Background: an optimization exercise with open tools, aiming at small area. Do not read the settings as production practice. Function was checked by simulation only, so behaviour that the tests miss may differ from the original. Power figures rest on the tool's default switching activity, not on a simulated workload.

==> flow/design.v (outline; a module is shown in full before it is edited, if it fits) <==
// module xor_module: 11 lines
// module reg_module: 12 lines
// module reg_27bits: 11 lines
// module and_module: 20 lines
// module KSmod_32_latency_5: 2829 lines
module KSmod_32_latency_5 (
  input         clk,
  input  [63:0] share0_in,
  input  [63:0] share1_in,
  input  [26:0] rand_bit_share0,
  input  [26:0] rand_bit_share1,
  output [31:0] o_share0,
  output [31:0] o_share1
);
  // ...
==> flow/run.sh <==
#!/bin/bash
# synth_recipe.tcl (not shown) runs the flow's synth.tcl, then flattens the netlist and writes it again
# the make line also repeats each setting of config.mk as NAME=value (left out here)
make -C /OpenROAD-flow-scripts/flow DESIGN_CONFIG=/design/flow/config.mk WORK_HOME=/design/flow/orfs CLKGATE_MAP_FILE= SYNTH_SCRIPT=/design/flow/synth_recipe.tcl finish
==> flow/config.mk <==
export PLATFORM = sky130hd
export DESIGN_NAME = KSmod_32_latency_5
export DESIGN_NICKNAME = KSmod_32_latency_5
export VERILOG_FILES = /design/flow/design.v
export SDC_FILE = /design/flow/constraint.sdc
export NUM_CORES = 4
export LEC_CHECK = 0
export CAP_MARGIN = 20
export CORE_MARGIN = 2
export CORE_UTILIZATION = 65
export SLEW_MARGIN = 20
==> flow/constraint.sdc <==
create_clock -name core_clock -period 5.0 [get_ports {clk}]
set_input_delay 1.0000 -clock core_clock [delete_from_list [all_inputs] [get_ports {clk}]]
set_output_delay 1.0000 -clock core_clock [all_outputs]
set_load 0.01 [all_outputs]
==> impl_metrics.sql, run 1 <==
INSERT INTO impl_metrics (metric_group, metric, value, unit) VALUES
('layout', 'layout.cells.most_common', 'dfxtp_1', ''),
('floorplanning', 'floorplan.die.width', '270', 'um'),
('layout', 'nMultiInputCombCells', '2326', ''),
('layout', 'final_layout_size_suffix_gt1_frac', '0.0560', ''),
('min_path', 'hold_path_class', 'reg2reg', ''),
('critical_path', 'worstSetupEndpointType', 'primary output', ''),
('placed_design', 'dpl_worst_slack', '1.74', 'ns'),
('clocking', 'clock_tree_from_tritoncts', 'done', ''),
('power', 'powerDensity', '786', 'nW/um^2'),
('synthesis', 'number_of_enable_type_register_cells_in_the_synthesized_netlist', '0', ''),
('critical_path', 'critPathMaxFanout', '4', ''),
('layout', 'multiInputGateArea', '16500', 'um^2'),
('power', 'p_comb', '14.6', 'mW'),
('drt', 'met3WireLength', '5.70', 'mm'),
('sta', 'final_setup_margin', '1.31', 'ns'),
('power', 'total_switching_power', '13.7', 'mW'),
('critical_path', 'worst_path_most_repeated_cell', 'xnor2_1', ''),
('sta', 'hold_viol_final', '0', ''),
('critical_path', 'ff2ff_path_depth', '4', ''),
('clocking', 'clock_tree.root_cell', 'clkbuf_16', ''),
('power', 'post-layout-total-power', '41.6', 'mW'),
('drt', 'route.met2.wl', '48.2', 'mm'),
('drt', 'first_iter_violations', '1638', ''),
('placed_design', 'place_congestion', '0.909', ''),
('synthesis', 'area_fraction_in_compound_gates_after_synthesis', '0', ''),
('status', 'outcome', 'no timing/DRC/antenna violations', ''),
('sta', 'max_clock_freq', '271', 'MHz'),
('clocking', 'clock_tree.htree_level_count', '4', ''),
('sta', 'timing.hold.ws', '0.325', 'ns'),
('layout', 'fin_nets', '4374', ''),
('layout', 'design.seq.count', '1423', ''),
('sta', 'final.period_utilization', '0.739', ''),
('power', 'power.share.switching', '0.330', ''),
('drt', 'vias_per_cell', '4.85', ''),
('drt', 'drcViolationCount', '0', ''),
('power', 'power_report.internal_total', '27.9', 'mW'),
('run', 'drv.max_cap_violation_count', '0', ''),
('placed_design', 'port-buffer-count', '219', ''),
('power', 'leakage', '22.0', 'nW'),
('floorplanning', 'fp-row-count', '97', ''),
('synthesis', 'post-synth-top-area-cell', 'dfxtp_1', '');
==> run 2, diff against run 1 <==
--- a/flow/config.mk
+++ b/flow/config.mk
@@ -7,2 +7,3 @@
 export LEC_CHECK = 0
+export ABC_AREA = 1
 export CAP_MARGIN = 20
==> impl_metrics.sql, run 2 <==
INSERT INTO impl_metrics (metric_group, metric, value, unit) VALUES
('placed_design', 'placement.cell_area', '53000', 'um^2'),
('critical_path', 'critPathMaxStageDelay', '0.61', 'ns'),
('floorplanning', 'die_y', '282', 'um'),
('synthesis', 'area_fraction_in_compound_gates_after_synthesis', '0.00270', ''),
('synthesis', 'async_flop_share', '0', ''),
('layout', 'fin_nets', '5955', ''),
('synthesis', 'synthMuxAreaShare', '0', ''),
('placed_design', 'port-buffer-count', '219', ''),
('sta', 'post_route_clock_skew', '0.0256', 'ns'),
('synthesis', 'xor_and_xnor_fraction_of_the_mapped_netlist_area', '0.191', ''),
('placed_design', 'detailed_place_hpwl', '101', 'mm'),
('critical_path', 'critPathMaxFanout', '5', ''),
('critical_path', 'startpoint_type', 'flip-flop', ''),
('drt', 'drt.antenna.violating_nets', '0', ''),
('clocking', 'cts_num_sinks', '1423', ''),
('placed_design', 'place_congestion', '0.961', ''),
('sta', 'period_needed', '3.49', 'ns'),
('floorplanning', 'design.core.area', '76100', 'um^2'),
('critical_path', 'worstPathRequired', '4.00', 'ns'),
('synthesis', 'ys_warn_count', '1', ''),
('synthesis', 'yosysMostFrequentCell', 'nand2_1', ''),
('synthesis', 'synth-simple-area-share', '0.156', ''),
('run', 'drv.max_cap_violation_count', '0', ''),
('clocking', 'path_clk_slew', '0.06', 'ns'),
('synthesis', 'netlist-cell-type-count', '19', ''),
('sta', 'relSlewSlack', '0.283', ''),
('grt', 'grt_first_pass_wirelength', '183', 'mm'),
('layout', 'reg.largest.list', 'rnd2: 27 flops, rnd3: 27 flops, rnd4: 27 flops', ''),
('grt', 'grt_overflow_total', '0', ''),
('synthesis', 'postSynthRegisterBits', '1423', ''),
('floorplanning', 'initial_utilization', '0.658', ''),
('layout', 'final_layout_size_suffix_gt1_frac', '0.0435', ''),
('sta', 'timing_worst_slew_pin_value', '1.07', 'ns'),
('synthesis', 'postSynthAreaPerCell', '9.24', 'um^2'),
('drt', 'drcViolationCount', '0', ''),
('clocking', 'post_cts.repair.setup_buffers', '0', ''),
('grt', 'largest_net_degree_at_the_start_of_global_routing', '17', ''),
('critical_path', 'worstSetupEndpointType', 'primary output', ''),
('layout', 'fin_area', '57800', 'um^2'),
('clocking', 'total_of_hold_buffers_inserted_after_clock_tree_synthesis', '0', ''),
('sta', 'max_clock_freq', '286', 'MHz'),
('power', 'irDropWorstVdd', '0.343', 'mV'),
('clocking', 'clock_tree_from_tritoncts', 'done', ''),
('clocking', 'clockBufferDepth', '3', ''),
('drt', 'routed_wire_length_per_instance', '18.2', 'um'),
('critical_path', 'critical_path_type', 'reg2out', ''),
('drt', 'vias_per_cell', '4.80', ''),
('synthesis', 'postSynthNetCount', '5665', ''),
('critical_path', 'critical_path.reg2reg.startpoint', 'rnd4[22]', ''),
('synthesis', 'number_of_enable_type_register_cells_in_the_synthesized_netlist', '0', ''),
('critical_path', 'timing.critical_path.arrival', '2.49', 'ns'),
('synthesis', 'post_synthesis_adder_cell_area_fraction', '0.0155', ''),
('clocking', 'insertion_delay', '0.72', 'ns'),
('critical_path', 'crit_buf_inv', '2', ''),
('sta', 'unrepaired_setup_endpoints_after_global_routing', 'no', ''),
('sta', 'timing_max_transition_violations_final', '0', ''),
('grt', 'grt.total_usage', '0.319', ''),
('clocking', 'cts-buffers-inserted', '140', ''),
('drt', 'dr.pass1.iters', '6', ''),
('synthesis', 'synth_flop_cell', 'dfxtp_1', ''),
('grt', 'first_global_vias', '31000', ''),
('sta', 'final_setup_violation_count', '0', ''),
('sta', 'setup-tns-final', '0', 'ns'),
('floorplanning', 'fp-row-count', '101', ''),
('layout', 'fin_util', '0.759', ''),
('floorplanning', 'floorplan.die.width', '282', 'um'),
('min_path', 'worst_hold_startpoint', 'rnd2[25]', ''),
('drt', 'first_iter_violations', '2478', ''),
('min_path', 'hold_path_class', 'reg2reg', ''),
('critical_path', 'crit_path_start', 'c1_t34', ''),
('clocking', 'clock_tree.root_cell', 'clkbuf_16', ''),
('layout', 'most-common-layout-cells', '1512 x nand2_1, 1423 x dfxtp_1, 820 x xor2_1, 714 x inv_1, 279 x nor2_1', ''),
('sta', 'final.period_utilization', '0.699', ''),
('layout', 'ff_latch_area', '28500', 'um^2'),
('clocking', 'clock_tree.htree_level_count', '4', ''),
('critical_path', 'cp_cell_instances', 'inv_1 -> nand2_1 -> nand3_1 -> nand2_1 -> xnor2_1 -> clkdlybuf4s50_1', ''),
('drt', 'wl', '125', 'mm'),
('critical_path', 'path_delay_family', 'buffers and inverters', ''),
('synthesis', 'combinational_family_with_the_most_area_after_synthesis', 'XOR/XNOR gates', ''),
('critical_path', 'timing.critical_path.slowest_stage_cell', 'clkdlybuf4s50_1', ''),
('synthesis', 'synth_top_area_share', '0.569', ''),
('floorplanning', 'fp.dieArea', '79300', 'um^2'),
('synthesis', 'post-synth-top-area-cell', 'dfxtp_1', ''),
('layout', 'layout.cells.most_common', 'nand2_1', ''),
('synthesis', 'synth_seq_area_share', '0.569', ''),
('synthesis', 'synthesis.area', '50100', 'um^2'),
('layout', 'area.growth.synth_to_final', '15.3', '%'),
('sta', 'timing.hold.ws', '0.316', 'ns'),
('grt', 'antenna_found_initial', '17', ''),
('power', 'powerDensity', '736', 'nW/um^2'),
('critical_path', 'worst_path_most_repeated_cell', 'nand2_1', ''),
('sta', 'hold_viol_final', '0', ''),
('layout', 'multiInputGateArea', '18300', 'um^2'),
('synthesis', 'synth.cells.most_frequent', '1512 x nand2_1, 1423 x dfxtp_1, 820 x xor2_1', ''),
('synthesis', 'synthTopCellsByArea', 'dfxtp_1 57%, xor2_1 14%, nand2_1 11%', ''),
('drt', 'vias', '32900', ''),
('clocking', 'postCtsResizedCells', '0', ''),
('power', 'leakage', '28.6', 'nW'),
('layout', 'fillerInstances', '5526', ''),
('floorplanning', 'design.portCount', '247', ''),
('status', 'outcome', 'no timing/DRC/antenna violations', ''),
('synthesis', 'syn_inst', '5420', '');
## run 2: cell count changes after synthesis, sizes merged, moves of 10 or more
cell	before	now
o21ai	0	24
nor2	60	279
xnor2	858	262
nand3	0	195
clkbuf	39	3
and2	182	2
clkinv	0	17
nand4	0	10
inv	16	730
buf	93	68
nand2	692	1512
xor2	472	824
## run 2: per-stage QoR
stage | instances | total power, mW | worst slack (ns)
floorplan | 5420 | 27.2 | 2.60
global placement | 6598 | 31.5 | 1.77
detailed placement | 6598 | 31.9 | 1.75
CTS | 6850 | 42.5 | 1.47
global route | 6850 | 45.0 | 1.39
finish | 6851 | 42.5 | 1.51
## run 2: worst reg2reg max path, stage by stage (launching register included)
cell      delay (ns)
dfxtp_1         0.77
clkinv_1        0.66
xor2_1          0.33
## run 2: where the power goes
group	switching, mW	internal [mW]
combinational	9.30	5.68
clock	4.29	6.29
sequential	1.92	15.0
total	15.5	27.0
## run 2: area by class of cell
class	instances	share of cell area
antenna	1	0.0000433
clock buffer	198	0.0709
clock inverter	54	0.0107
inverter	747	0.0485
multi-input combinational	3179	0.316
sequential	1423	0.493
tap	1030	0.0223
timing repair buffer	219	0.0379
## run 2: worst paths after layout
check,endpoint,slack [ns],cells after the start
hold / removal,rnd3[25],0.32,0
setup / recovery,o_share1[6],1.51,6
hold reg to reg,rnd3[25],0.32,0
setup reg to reg,c0_t64,3.11,2
## run 2: logic make-up (layout without fill, tap and decap cells)
group,after synthesis,count (layout)
simple gates,2005,2005
flops,1423,1423
fa+ha+maj,62,62
xor+xnor,1086,1086
buf+inv,818,1218
other cells,0,1
compound gates,26,26
## run 2: layer usage
metal	track usage	up-vias	routed length (um)
li1	-	16600	-
met1	0.437	15100	55300
met2	0.497	1002	55000
met3	0.0623	231	9540
met4	0.132	4	5190
met5	0	-	27
==> run 3, diff against run 2 <==
--- a/flow/config.mk
+++ b/flow/config.mk
@@ -7,3 +7,2 @@
 export LEC_CHECK = 0
-export ABC_AREA = 1
 export CAP_MARGIN = 20
@@ -11,2 +10,4 @@
 export CORE_UTILIZATION = 65
+export CTS_CLUSTER_DIAMETER = 60
+export CTS_CLUSTER_SIZE = 30
 export SLEW_MARGIN = 20
==> impl_metrics.sql, run 3 <==
INSERT INTO impl_metrics (metric_group, metric, value, unit) VALUES
('placed_design', 'dpl_worst_slack', '1.74', 'ns'),
('drt', 'dr.pass1.iters', '5', ''),
('layout', 'fillerInstances', '4950', ''),
('critical_path', 'critPathMaxFanout', '4', ''),
('power', 'leakage', '21.0', 'nW'),
('sta', 'hold_viol_final', '0', ''),
('synthesis', 'synthTopCellsByArea', 'dfxtp_1 62%, xnor2_1 16%, xor2_1 9.0%', ''),
('clocking', 'insertion_delay', '0.65', 'ns'),
('drt', 'drcViolationCount', '0', ''),
('clocking', 'cts_num_sinks', '1423', ''),
('drt', 'routed_wire_length_per_instance', '20.2', 'um'),
('grt', 'global_routing_met3_resource_utilization', '0.0342', ''),
('sta', 'timing_max_transition_violations_final', '0', ''),
('run', 'drv.max_cap_violation_count', '0', ''),
('grt', 'grt.total_usage', '0.280', ''),
('grt', 'met2_usage_in_global_routing', '0.460', ''),
('synthesis', 'async_flop_share', '0', ''),
('synthesis', 'postSynthRegisterBits', '1423', ''),
('clocking', 'clock_tree_from_tritoncts', 'done', ''),
('layout', 'most-common-layout-cells', '1423 x dfxtp_1, 842 x xnor2_1, 692 x nand2_1, 472 x xor2_1, 219 x clkdlybuf4s50_1', ''),
('layout', 'final_layout_size_suffix_gt1_frac', '0.0362', ''),
('floorplanning', 'design.core.area', '69900', 'um^2'),
('critical_path', 'worstSetupEndpointType', 'primary output', ''),
('placed_design', 'detailed_place_hpwl', '82.8', 'mm'),
('drt', 'first_iter_violations', '1430', ''),
('sta', 'post_route_clock_skew', '0.0351', 'ns'),
('drt', 'vias_per_cell', '4.86', ''),
('floorplanning', 'fp-row-count', '97', ''),
('clocking', 'clock_tree.htree_level_count', '3', ''),
('floorplanning', 'die_y', '270', 'um'),
('layout', 'area.growth.synth_to_final', '11.3', '%'),
('sta', 'setup-tns-final', '0', 'ns'),
('clocking', 'path_clk_slew', '0.11', 'ns'),
('sta', 'unrepaired_setup_endpoints_after_global_routing', 'no', ''),
('placed_design', 'port-buffer-count', '219', ''),
('synthesis', 'netlist-cell-type-count', '14', ''),
('status', 'outcome', 'no timing/DRC/antenna violations', ''),
('synthesis', 'synth_top_area_share', '0.622', ''),
('grt', 'largest_net_degree_at_the_start_of_global_routing', '31', ''),
('synthesis', 'synthesis.area', '45800', 'um^2'),
('critical_path', 'worstPathRequired', '4.00', 'ns'),
('synthesis', 'syn_inst', '3897', ''),
('sta', 'relSlewSlack', '0.220', ''),
('clocking', 'total_of_hold_buffers_inserted_after_clock_tree_synthesis', '0', ''),
('floorplanning', 'design.portCount', '247', ''),
('clocking', 'postCtsResizedCells', '0', ''),
('clocking', 'clock_tree.root_cell', 'clkbuf_16', ''),
('power', 'powerDensity', '753', 'nW/um^2'),
('synthesis', 'ys_warn_count', '1', ''),
('grt', 'grt_first_pass_wirelength', '148', 'mm'),
('sta', 'final_setup_violation_count', '0', ''),
('grt', 'met1_use_gr', '0.388', ''),
('grt', 'first_global_vias', '24100', ''),
('sta', 'timing_worst_slew_pin_value', '1.17', 'ns'),
('clocking', 'cts-buffers-inserted', '71', ''),
('layout', 'ff_latch_area', '28500', 'um^2'),
('placed_design', 'place_congestion', '0.909', ''),
('floorplanning', 'fp.dieArea', '72600', 'um^2'),
('critical_path', 'startpoint_type', 'flip-flop', ''),
('synthesis', 'synth.cells.most_frequent', '1423 x dfxtp_1, 842 x xnor2_1, 692 x nand2_1', ''),
('grt', 'antenna_found_initial', '10', ''),
('drt', 'vias', '24600', ''),
('synthesis', 'postSynthNetCount', '4142', ''),
('grt', 'busiest_layer', 'met2', ''),
('floorplanning', 'initial_utilization', '0.655', ''),
('sta', 'max_clock_freq', '273', 'MHz'),
('critical_path', 'timing.critical_path.arrival', '2.66', 'ns'),
('synthesis', 'synth_seq_area_share', '0.622', ''),
('sta', 'period_needed', '3.66', 'ns'),
('synthesis', 'post-synth-top-area-cell', 'dfxtp_1', ''),
('power', 'post-layout-total-power', '38.4', 'mW'),
('power', 'irDropWorstVdd', '0.494', 'mV'),
('layout', 'layout.cells.most_common', 'dfxtp_1', ''),
('sta', 'final.period_utilization', '0.732', ''),
('clocking', 'clockBufferDepth', '3', ''),
('layout', 'fin_nets', '4309', ''),
('clocking', 'post_cts.repair.setup_buffers', '0', ''),
('drt', 'drt.antenna.violating_nets', '0', ''),
('drt', 'wl', '102', 'mm'),
('synthesis', 'postSynthAreaPerCell', '11.8', 'um^2'),
('synthesis', 'synth_flop_cell', 'dfxtp_1', ''),
('critical_path', 'critical_path_type', 'reg2out', ''),
('floorplanning', 'floorplan.die.width', '270', 'um'),
('synthesis', 'number_of_enable_type_register_cells_in_the_synthesized_netlist', '0', ''),
('grt', 'grt_overflow_total', '0', ''),
('layout', 'reg.largest.list', 'rnd2: 27 flops, rnd3: 27 flops, rnd4: 27 flops', ''),
('sta', 'final_setup_margin', '1.34', 'ns'),
('min_path', 'hold_path_class', 'reg2reg', ''),
('layout', 'multiInputGateArea', '16500', 'um^2'),
('synthesis', 'yosysMostFrequentCell', 'dfxtp_1', '');
run 3: changes by cell type after synthesis, moves of 34 or more:
cell	previous run	this run
and2_1	2	182
clkbuf_1	3	37
inv_1	714	16
nand2_1	1512	692
nand3_1	195	0
nor2_1	279	60
xnor2_1	262	842
xor2_1	820	472
run 3: logic make-up after synthesis:
kind of cell / count (synthesis) / synth area share
flops: 1423 / 0.622
xor+xnor: 1330 / 0.257
simple gates: 934 / 0.0865
buf+inv: 148 / 0.0181
fa+ha+maj: 62 / 0.0169
run 3: final timing paths:
kind | from | endpoint | slack, ns | cells after the start
max | c1_t1 | o_share1[3] | 1.34 | 4
min | rnd3[5] | rnd4[5] | 0.33 | 0
min reg2reg | rnd3[5] | rnd4[5] | 0.33 | 0
max reg2reg | c0_t39 | l4_76_s0 | 3.15 | 4
run 3: power by group:
group	switching, mW	leakage (nW)	total, mW	internal, mW
Combinational	7.86	7.81	14.6	6.70
Clock	3.79	1.23	7.00	3.21
Sequential	1.75	12.0	16.9	15.1
run 3: through the flow:
| stage | hold slack, ns | std cells | utilization | instance area, um^2 |
|---|---|---|---|---|
| detailed placement | 0.312 | 4931 | 0.693 | 48500 |
| global route | 0.340 | 5060 | 0.730 | 51000 |
| finish | 0.328 | 5063 | 0.730 | 51000 |
| floorplan | 0.310 | 3897 | - | 45800 |
| global placement | 0.311 | 4931 | 0.693 | 48500 |
| CTS | 0.332 | 5060 | 0.730 | 51000 |
run 3: worst max-delay path: stages, from the launching register on:
cell and delay [ns]:
dfxtp_1 0.34, xor2_1 0.17, xnor2_1 0.75, xnor2_1 0.20, clkdlybuf4s50_1 0.56
run 3: final cells by class:
type / count / area share
antenna: 3 / 0.000147
clock buffer: 79 / 0.0373
clock inverter: 50 / 0.0124
inverter: 16 / 0.00118
multi-input combinational: 2326 / 0.324
sequential: 1423 / 0.558
tap: 940 / 0.0231
timing repair buffer: 226 / 0.0440
run 3: routing by layer:
layer	vias to the layer above	routed length, um
met5	-	10
met4	2	2990
met3	133	4920
li1	12100	-
met1	11800	47100
met2	537	47100
==> run 4, diff against run 3 <==
--- a/flow/config.mk
+++ b/flow/config.mk
@@ -9,3 +9,3 @@
 export CORE_MARGIN = 2
-export CORE_UTILIZATION = 65
+export CORE_UTILIZATION = 80
 export CTS_CLUSTER_DIAMETER = 60
==> impl_metrics.sql, run 4 <==
INSERT INTO impl_metrics (metric_group, metric, value, unit) VALUES
('grt', 'grt_first_pass_wirelength', '157', 'mm'),
('sta', 'post_route_clock_skew', '0.0277', 'ns'),
('placed_design', 'place_congestion', '0.896', ''),
('sta', 'timing.hold.ws', '0.334', 'ns'),
('layout', 'layout.cells.most_common', 'dfxtp_1', ''),
('critical_path', 'cp_cell_instances', 'xor2_1 -> xnor2_1 -> xnor2_1 -> clkdlybuf4s50_1', ''),
('sta', 'setup-tns-final', '0', 'ns'),
('clocking', 'clock_tree.root_cell', 'clkbuf_16', ''),
('critical_path', 'critical_path.reg2reg.startpoint', 'c0_t38', ''),
('critical_path', 'critPathMaxStageDelay', '0.69', 'ns'),
('sta', 'period_needed', '3.61', 'ns'),
('synthesis', 'synth_seq_area_share', '0.622', ''),
('drt', 'met3WireLength', '7.62', 'mm'),
('critical_path', 'critical_path_type', 'reg2out', ''),
('floorplanning', 'fp-row-count', '87', ''),
('critical_path', 'worst_path_most_repeated_cell', 'xnor2_1', ''),
('sta', 'timing_max_transition_violations_final', '0', ''),
('floorplanning', 'design.core.area', '56500', 'um^2'),
('critical_path', 'timing.critical_path.arrival', '2.61', 'ns'),
('synthesis', 'synthesis.area', '45800', 'um^2'),
('sta', 'final_setup_violation_count', '0', ''),
('critical_path', 'regToRegEndpoint', 'l4_75_s0', ''),
('synthesis', 'yosysMostFrequentCell', 'dfxtp_1', ''),
('clocking', 'post_cts.repair.setup_buffers', '0', ''),
('floorplanning', 'initial_utilization', '0.811', ''),
('grt', 'first_global_vias', '26600', ''),
('sta', 'relSlewSlack', '0.151', ''),
('drt', 'first_iter_violations', '1928', ''),
('clocking', 'cts_num_sinks', '1423', ''),
('critical_path', 'startpoint_type', 'flip-flop', ''),
('drt', 'route.met2.wl', '50.2', 'mm'),
('critical_path', 'timing.critical_path.slowest_stage_cell', 'xnor2_1', ''),
('synthesis', 'number_of_enable_type_register_cells_in_the_synthesized_netlist', '0', ''),
('drt', 'drt.antenna.violating_nets', '0', ''),
('power', 'power.share.switching', '0.355', ''),
('critical_path', 'crit_path_start', 'c1_t1', ''),
('power', 'total_switching_power', '13.4', 'mW'),
('critical_path', 'ff2ff_path_depth', '4', ''),
('clocking', 'clockBufferDepth', '3', ''),
('clocking', 'postCtsResizedCells', '0', ''),
('power', 'leakage', '20.7', 'nW'),
('synthesis', 'synth_top_area_share', '0.622', ''),
('synthesis', 'ys_warn_count', '1', ''),
('clocking', 'clock_tree.htree_level_count', '2', ''),
('synthesis', 'netlist-cell-type-count', '14', ''),
('power', 'pwr-share-clk', '0.156', ''),
('synthesis', 'postSynthRegisterBits', '1423', ''),
('critical_path', 'worstSetupEndpointType', 'primary output', ''),
('placed_design', 'detailed_place_hpwl', '82.6', 'mm'),
('grt', 'antenna_found_initial', '10', ''),
('power', 'power.sequential.fraction', '0.450', ''),
('status', 'outcome', 'no timing/DRC/antenna violations', ''),
('synthesis', 'syn_inst', '3897', ''),
('grt', 'grt.total_usage', '0.359', ''),
('floorplanning', 'fp.dieArea', '59200', 'um^2'),
('critical_path', 'critical_path.endpoint', 'o_share1[3]', ''),
('synthesis', 'postSynthAreaPerCell', '11.8', 'um^2'),
('synthesis', 'synthTopCellsByArea', 'dfxtp_1 62%, xnor2_1 16%, xor2_1 9.0%', ''),
('grt', 'grt_overflow_total', '0', ''),
('power', 'irDropWorstVdd', '0.744', 'mV'),
('synthesis', 'synth.cells.most_frequent', '1423 x dfxtp_1, 842 x xnor2_1, 692 x nand2_1', ''),
('drt', 'drcViolationCount', '0', ''),
('floorplanning', 'design.portCount', '247', ''),
('clocking', 'insertion_delay', '0.67', 'ns'),
('run', 'drv.max_cap_violation_count', '0', ''),
('clocking', 'total_of_hold_buffers_inserted_after_clock_tree_synthesis', '0', ''),
('drt', 'wl', '106', 'mm'),
('grt', 'largest_net_degree_at_the_start_of_global_routing', '31', ''),
('sta', 'unrepaired_setup_endpoints_after_global_routing', 'no', ''),
('critical_path', 'critPathMaxFanout', '4', ''),
('drt', 'vias', '25800', ''),
('critical_path', 'worstPathRequired', '4.00', 'ns'),
('synthesis', 'post-synth-top-area-cell', 'dfxtp_1', ''),
('critical_path', 'path_delay_family', 'XOR/XNOR gates', ''),
('power', 'relative_contribution_of_combinational_cells_to_total_power', '0.394', ''),
('drt', 'vias_per_cell', '5.34', ''),
('drt', 'routed_wire_length_per_instance', '22.0', 'um'),
('clocking', 'cts-buffers-inserted', '57', ''),
('critical_path', 'crit_buf_inv', '1', ''),
('placed_design', 'port-buffer-count', '219', ''),
('layout', 'fillerInstances', '2549', ''),
('layout', 'area.growth.synth_to_final', '9.35', '%'),
('clocking', 'clock_tree_from_tritoncts', 'done', ''),
('drt', 'wirelength_met1', '42.9', 'mm'),
('drt', 'dr.pass1.iters', '7', ''),
('sta', 'max_clock_freq', '277', 'MHz'),
('power', 'powerDensity', '753', 'nW/um^2'),
('sta', 'timing_worst_slew_pin_value', '1.27', 'ns'),
('layout', 'antenna_cells_inserted', '0', ''),
('critical_path', 'rrSetupSlack', '3.27', 'ns'),
('floorplanning', 'floorplan.die.width', '243', 'um'),
('sta', 'hold_viol_final', '0', ''),
('power', 'power_report.internal_total', '24.3', 'mW'),
('synthesis', 'synth_flop_cell', 'dfxtp_1', ''),
('layout', 'final_layout_size_suffix_gt1_frac', '0.0267', ''),
('synthesis', 'async_flop_share', '0', ''),
('layout', 'most-common-layout-cells', '1423 x dfxtp_1, 842 x xnor2_1, 692 x nand2_1, 472 x xor2_1, 219 x clkdlybuf4s50_1', ''),
('synthesis', 'postSynthNetCount', '4142', ''),
('critical_path', 'critical_path_depth', '4', ''),
('layout', 'fin_util', '0.887', ''),
('min_path', 'hold_path_class', 'reg2reg', ''),
('clocking', 'path_clk_slew', '0.10', 'ns'),
('sta', 'final.period_utilization', '0.722', ''),
('drt', 'route.top_layer_used', 'met4', ''),
('layout', 'fin_nets', '4295', ''),
('floorplanning', 'die_y', '243', 'um'),
('layout', 'reg.largest.list', 'rnd2: 27 flops, rnd3: 27 flops, rnd4: 27 flops', '');
[run 4: cell counts after synthesis]
No cell type changed its count.
[run 4: area by class of cell]
type / count / area (um^2) / area share
repair buffers: 226 / 2240 / 0.0448
clock inverters: 19 / 263 / 0.00524
well taps: 756 / 946 / 0.0189
inverters: 16 / 60.1 / 0.00120
flip-flops and latches: 1423 / 28500 / 0.569
clock buffers: 70 / 1600 / 0.0319
multi-input cells: 2326 / 16500 / 0.329
[run 4: how the worst min path moves through the flow]
stage,start,endpoint,cells after the start,slack (ns)
5_1_grt,l3_49_s1,l4_33_s1,0,0.34
3_5_place_dp,l2_95_s0,l3_58_s0,0,0.31
6_report,l3_49_s1,l4_33_s1,0,0.33
3_3_place_gp,rnd2[26],rnd3[26],0,0.31
2_1_floorplan,l2_84_s0,l3_48_s0,0,0.31
4_1_cts,l2_110_s1,l3_70_s1,0,0.33
[run 4: cell families after synthesis]
| family | synth area share |
|---|---|
| simple gates | 0.0865 |
| flops | 0.622 |
| fa+ha+maj | 0.0169 |
| buf+inv | 0.0181 |
| xor+xnor | 0.257 |
[run 4: metrics by stage]
stage / area (um^2) / worst slack (ns) / std cells / total power, mW
after floorplan: 45800 / 2.60 / 3897 / 27.2
after global placement: 48200 / 1.76 / 4747 / 30.9
after detailed placement: 48200 / 1.73 / 4747 / 31.8
after CTS: 50100 / 1.37 / 4836 / 37.7
after global routing: 50100 / 1.36 / 4836 / 39.4
final: 50100 / 1.39 / 4836 / 37.7
[run 4: metal layers]
| layer | global-route usage | up-vias |
|---|---|---|
| li1 | - | 12000 |
| met1 | 0.471 | 12600 |
| met2 | 0.595 | 991 |
| met4 | 0.174 | 0 |
| met5 | 0 | - |
| met3 | 0.0432 | 248 |
[run 4: power groups by stage]
stage / clock [mW] / combinational, mW / sequential, mW
after floorplan: 0 / 10.6 / 16.6
after global placement: 0 / 13.9 / 16.9
after detailed placement: 0 / 14.6 / 17.2
after CTS: 5.89 / 14.8 / 17.0
after global routing: 6.29 / 15.9 / 17.2
final: 5.90 / 14.9 / 17.0
[run 4: worst reg2reg max path, delay by kind of cell, from the launching register on]
| kind | cells | cell delay [ns] |
|---|---|---|
| xor+xnor | 3 | 1.07 |
| flops | 1 | 0.34 |
| simple gates | 1 | 0.23 |
==> run 5, diff against run 4 <==
==> flow/flow/run.sh (new file) <==
#!/bin/bash
set -euo pipefail
export BUFFER_PORTS_ARGS="-buffer_cell sky130_fd_sc_hd__buf_1"
bash standard.sh > standard.log 2>&1
==> flow/standard.sh (new file) <==
#!/bin/bash
# synth_recipe.tcl (not shown) runs the flow's synth.tcl, then flattens the netlist and writes it again
# the make line also repeats each setting of config.mk as NAME=value (left out here)
make -C /OpenROAD-flow-scripts/flow DESIGN_CONFIG=/design/flow/config.mk WORK_HOME=/design/flow/orfs CLKGATE_MAP_FILE= SYNTH_SCRIPT=/design/flow/synth_recipe.tcl "${@:-finish}"
--- a/flow/config.mk
+++ b/flow/config.mk
@@ -9,3 +9,3 @@
 export CORE_MARGIN = 2
-export CORE_UTILIZATION = 80
+export CORE_UTILIZATION = 65
 export CTS_CLUSTER_DIAMETER = 60
removed: flow/run.sh
==> impl_metrics.sql, run 5 <==
INSERT INTO impl_metrics (metric_group, metric, value, unit) VALUES
('critical_path', 'critical_path_type', 'reg2out', ''),
('critical_path', 'timing.critical_path.arrival', '2.22', 'ns'),
('layout', 'final_layout_size_suffix_gt1_frac', '0.0341', ''),
('min_path', 'worst_hold_path.num_cells', '0', ''),
('synthesis', 'async_flop_share', '0', ''),
('sta', 'hold_viol_final', '0', ''),
('clocking', 'postCtsResizedCells', '0', ''),
('drt', 'first_iter_violations', '1433', ''),
('synthesis', 'synthTopCellsByArea', 'dfxtp_1 62%, xnor2_1 16%, xor2_1 9.0%', ''),
('layout', 'fin_util', '0.709', ''),
('power', 'pwr-share-clk', '0.183', ''),
('synthesis', 'postSynthRegisterBits', '1423', ''),
('synthesis', 'yosysMostFrequentCell', 'dfxtp_1', ''),
('critical_path', 'critPathMaxFanout', '4', ''),
('synthesis', 'post-synth-top-area-cell', 'dfxtp_1', ''),
('critical_path', 'critical_path.reg2reg.startpoint', 'l3_80_s0', ''),
('power', 'power.sequential.fraction', '0.452', ''),
('power', 'irDropWorstVdd', '0.529', 'mV'),
('critical_path', 'ff2ff_path_depth', '4', ''),
('placed_design', 'place_congestion', '0.864', ''),
('synthesis', 'syn_inst', '3897', ''),
('sta', 'final_setup_margin', '1.78', 'ns'),
('layout', 'ff_latch_area', '28500', 'um^2'),
('layout', 'fin_nets', '4308', ''),
('drt', 'drt.antenna.violating_nets', '0', ''),
('critical_path', 'worstSetupEndpointType', 'primary output', ''),
('drt', 'drcViolationCount', '0', ''),
('grt', 'grt_overflow_total', '0', ''),
('power', 'power.share.switching', '0.357', ''),
('synthesis', 'synthesis.area', '45800', 'um^2'),
('critical_path', 'worstPathRequired', '4.00', 'ns'),
('synthesis', 'synth.cells.most_frequent', '1423 x dfxtp_1, 842 x xnor2_1, 692 x nand2_1', ''),
('floorplanning', 'die_y', '270', 'um'),
('sta', 'relSlewSlack', '0.244', ''),
('layout', 'layout.cells.most_common', 'dfxtp_1', ''),
('sta', 'period_needed', '3.22', 'ns'),
('sta', 'post_route_clock_skew', '0.0286', 'ns'),
('grt', 'antenna_found_initial', '10', ''),
('floorplanning', 'fp-row-count', '97', ''),
('sta', 'timing_max_transition_violations_final', '0', ''),
('power', 'power_report.internal_total', '23.8', 'mW'),
('sta', 'timing_worst_slew_pin_value', '1.13', 'ns'),
('drt', 'wl', '98.7', 'mm'),
('sta', 'final_setup_violation_count', '0', ''),
('layout', 'most-common-layout-cells', '1423 x dfxtp_1, 842 x xnor2_1, 692 x nand2_1, 472 x xor2_1, 217 x buf_1', ''),
('power', 'total_switching_power', '13.2', 'mW'),
('critical_path', 'rrSetupSlack', '3.22', 'ns'),
('grt', 'grt_first_pass_wirelength', '143', 'mm'),
('floorplanning', 'design.portCount', '247', ''),
('grt', 'largest_net_degree_at_the_start_of_global_routing', '31', ''),
('synthesis', 'synth_flop_cell', 'dfxtp_1', ''),
('clocking', 'clock_tree_from_tritoncts', 'done', ''),
('min_path', 'whs_endpoint', 'l3_58_s1', ''),
('clocking', 'clockBufferDepth', '3', ''),
('synthesis', 'number_of_enable_type_register_cells_in_the_synthesized_netlist', '0', ''),
('sta', 'unrepaired_setup_endpoints_after_global_routing', 'no', ''),
('placed_design', 'dpl_worst_slack', '2.45', 'ns'),
('sta', 'max_clock_freq', '311', 'MHz'),
('floorplanning', 'fp.dieArea', '72600', 'um^2'),
('drt', 'dr.pass1.iters', '5', ''),
('clocking', 'clock_tree.root_cell', 'clkbuf_16', ''),
('status', 'outcome', 'no timing/DRC/antenna violations', ''),
('layout', 'area.growth.synth_to_final', '8.11', '%'),
('power', 'relative_contribution_of_combinational_cells_to_total_power', '0.364', ''),
('critical_path', 'regToRegEndpoint', 'l4_76_s0', ''),
('min_path', 'worst_hold_startpoint', 'l2_95_s1', ''),
('clocking', 'insertion_delay', '0.65', 'ns'),
('floorplanning', 'floorplan.die.width', '270', 'um'),
('placed_design', 'placement.cell_area', '47100', 'um^2'),
('floorplanning', 'initial_utilization', '0.655', ''),
('layout', 'fin_area', '49500', 'um^2'),
('drt', 'routed_wire_length_per_instance', '19.5', 'um'),
('synthesis', 'postSynthNetCount', '4142', ''),
('power', 'powerDensity', '748', 'nW/um^2'),
('clocking', 'path_clk_slew', '0.10', 'ns'),
('synthesis', 'netlist-cell-type-count', '14', ''),
('power', 'post-layout-total-power', '37.1', 'mW'),
('sta', 'final.period_utilization', '0.644', ''),
('synthesis', 'postSynthAreaPerCell', '11.8', 'um^2'),
('grt', 'first_global_vias', '22100', ''),
('clocking', 'clock_tree.htree_level_count', '3', ''),
('min_path', 'hold_path_class', 'reg2reg', ''),
('synthesis', 'synth_seq_area_share', '0.622', ''),
('synthesis', 'synth_top_area_share', '0.622', ''),
('sta', 'setup-tns-final', '0', 'ns'),
('run', 'drv.max_cap_violation_count', '0', ''),
('grt', 'grt.total_usage', '0.272', ''),
('floorplanning', 'design.core.area', '69900', 'um^2'),
('drt', 'vias_per_cell', '4.69', ''),
('layout', 'reg.largest.list', 'rnd2: 27 flops, rnd3: 27 flops, rnd4: 27 flops', ''),
('placed_design', 'port-buffer-count', '219', ''),
('drt', 'vias', '23700', ''),
('power', 'leakage', '20.4', 'nW'),
('layout', 'instances_no_fill', '5056', ''),
('synthesis', 'ys_warn_count', '1', ''),
('layout', 'multiInputGateArea', '16500', 'um^2'),
('placed_design', 'placedCellCount', '4931', ''),
('layout', 'fillerInstances', '5177', ''),
('clocking', 'post_cts.repair.setup_buffers', '0', ''),
('clocking', 'cts_num_sinks', '1423', ''),
('clocking', 'total_of_hold_buffers_inserted_after_clock_tree_synthesis', '0', ''),
('critical_path', 'startpoint_type', 'flip-flop', '');
run 5: metal layers:
layer	global-route usage	up-vias	share of wire
met1	0.406	11100	0.49
met4	0.0528	0	0.014
li1	-	12100	-
met3	0.0261	86	0.043
met2	0.434	438	0.45
met5	0	-	0
run 5: area by class of cell:
class                   count  area share
diodes                      5    0.000253
multi-input cells        2326       0.333
well taps                 940      0.0237
flip-flops and latches   1423       0.575
inverters                  16     0.00121
clock inverters            39      0.0108
clock buffers              81      0.0381
repair buffers            226      0.0177
run 5: cells by family (layout without fill, tap and decap cells):
| logic type | Yosys count | in the layout | synth area share |
|---|---|---|---|
| flops | 1423 | 1423 | 0.622 |
| buf+inv | 148 | 362 | 0.0181 |
| xor+xnor | 1330 | 1330 | 0.257 |
| simple gates | 934 | 934 | 0.0865 |
| other cells | 0 | 5 | 0 |
| fa+ha+maj | 62 | 62 | 0.0169 |
run 5: how the worst max path moves through the flow:
stage / start / endpoint / slack (ns) / cells past startpoint
2_1_floorplan: share0_in[0] / o_share0[0] / 2.60 / 2
3_3_place_gp: c1_t1 / o_share1[3] / 2.47 / 4
3_5_place_dp: c1_t1 / o_share1[3] / 2.45 / 4
4_1_cts: c1_t1 / o_share1[3] / 1.75 / 4
5_1_grt: c1_t1 / o_share1[3] / 1.70 / 4
6_report: c1_t1 / o_share1[3] / 1.78 / 4
run 5: power by group through the flow:
stage / Clock [mW] / Sequential [mW] / Combinational, mW
after floorplan: 0 / 16.6 / 10.6
after global placement: 0 / 16.9 / 13.4
after detailed placement: 0 / 17.1 / 13.6
after CTS: 6.89 / 16.8 / 13.6
final: 6.80 / 16.8 / 13.5
after global routing: 7.32 / 17.1 / 14.7
run 5: worst max-delay path, cell delays in order, from the launching register on:
cell and delay [ns]:
dfxtp_1 0.34, xor2_1 0.17, xnor2_1 0.72, xnor2_1 0.19
buf_1 0.17

separate check: timing with driven ports:
The flow's constraints put no driver on any port. The routed layouts listed below were extracted and timed again, unchanged, in two steps. Step 1 assumes that a clkbuf_16 drives the clock port and a buf_2 every other input. Step 2 also shifts input and output timing later by t, the mid clock arrival at the registers, as if the neighbouring blocks saw the same clock. Slacks: no drivers / after step 1 / after step 2; pairs: no drivers / after step 1.
| run | t, ns | setup WS [ns] | latest minus earliest clock arrival (ns) |
|---|---|---|---|
| run 1 | 0.764 | 1.307 / 1.237 / 1.717 | 0.022 / 0.023 |
| run 2 | 0.778 | 1.506 / 1.437 / 1.708 | 0.027 / 0.026 |
| run 3 | 0.705 | 1.341 / 1.270 / 1.717 | 0.037 / 0.037 |
| run 4 | 0.724 | 1.388 / 1.322 / 1.730 | 0.029 / 0.029 |
| run 5 | 0.698 | 1.780 / 1.713 / 2.411 | 0.039 / 0.039 |
After both steps every run listed still meets setup and hold.
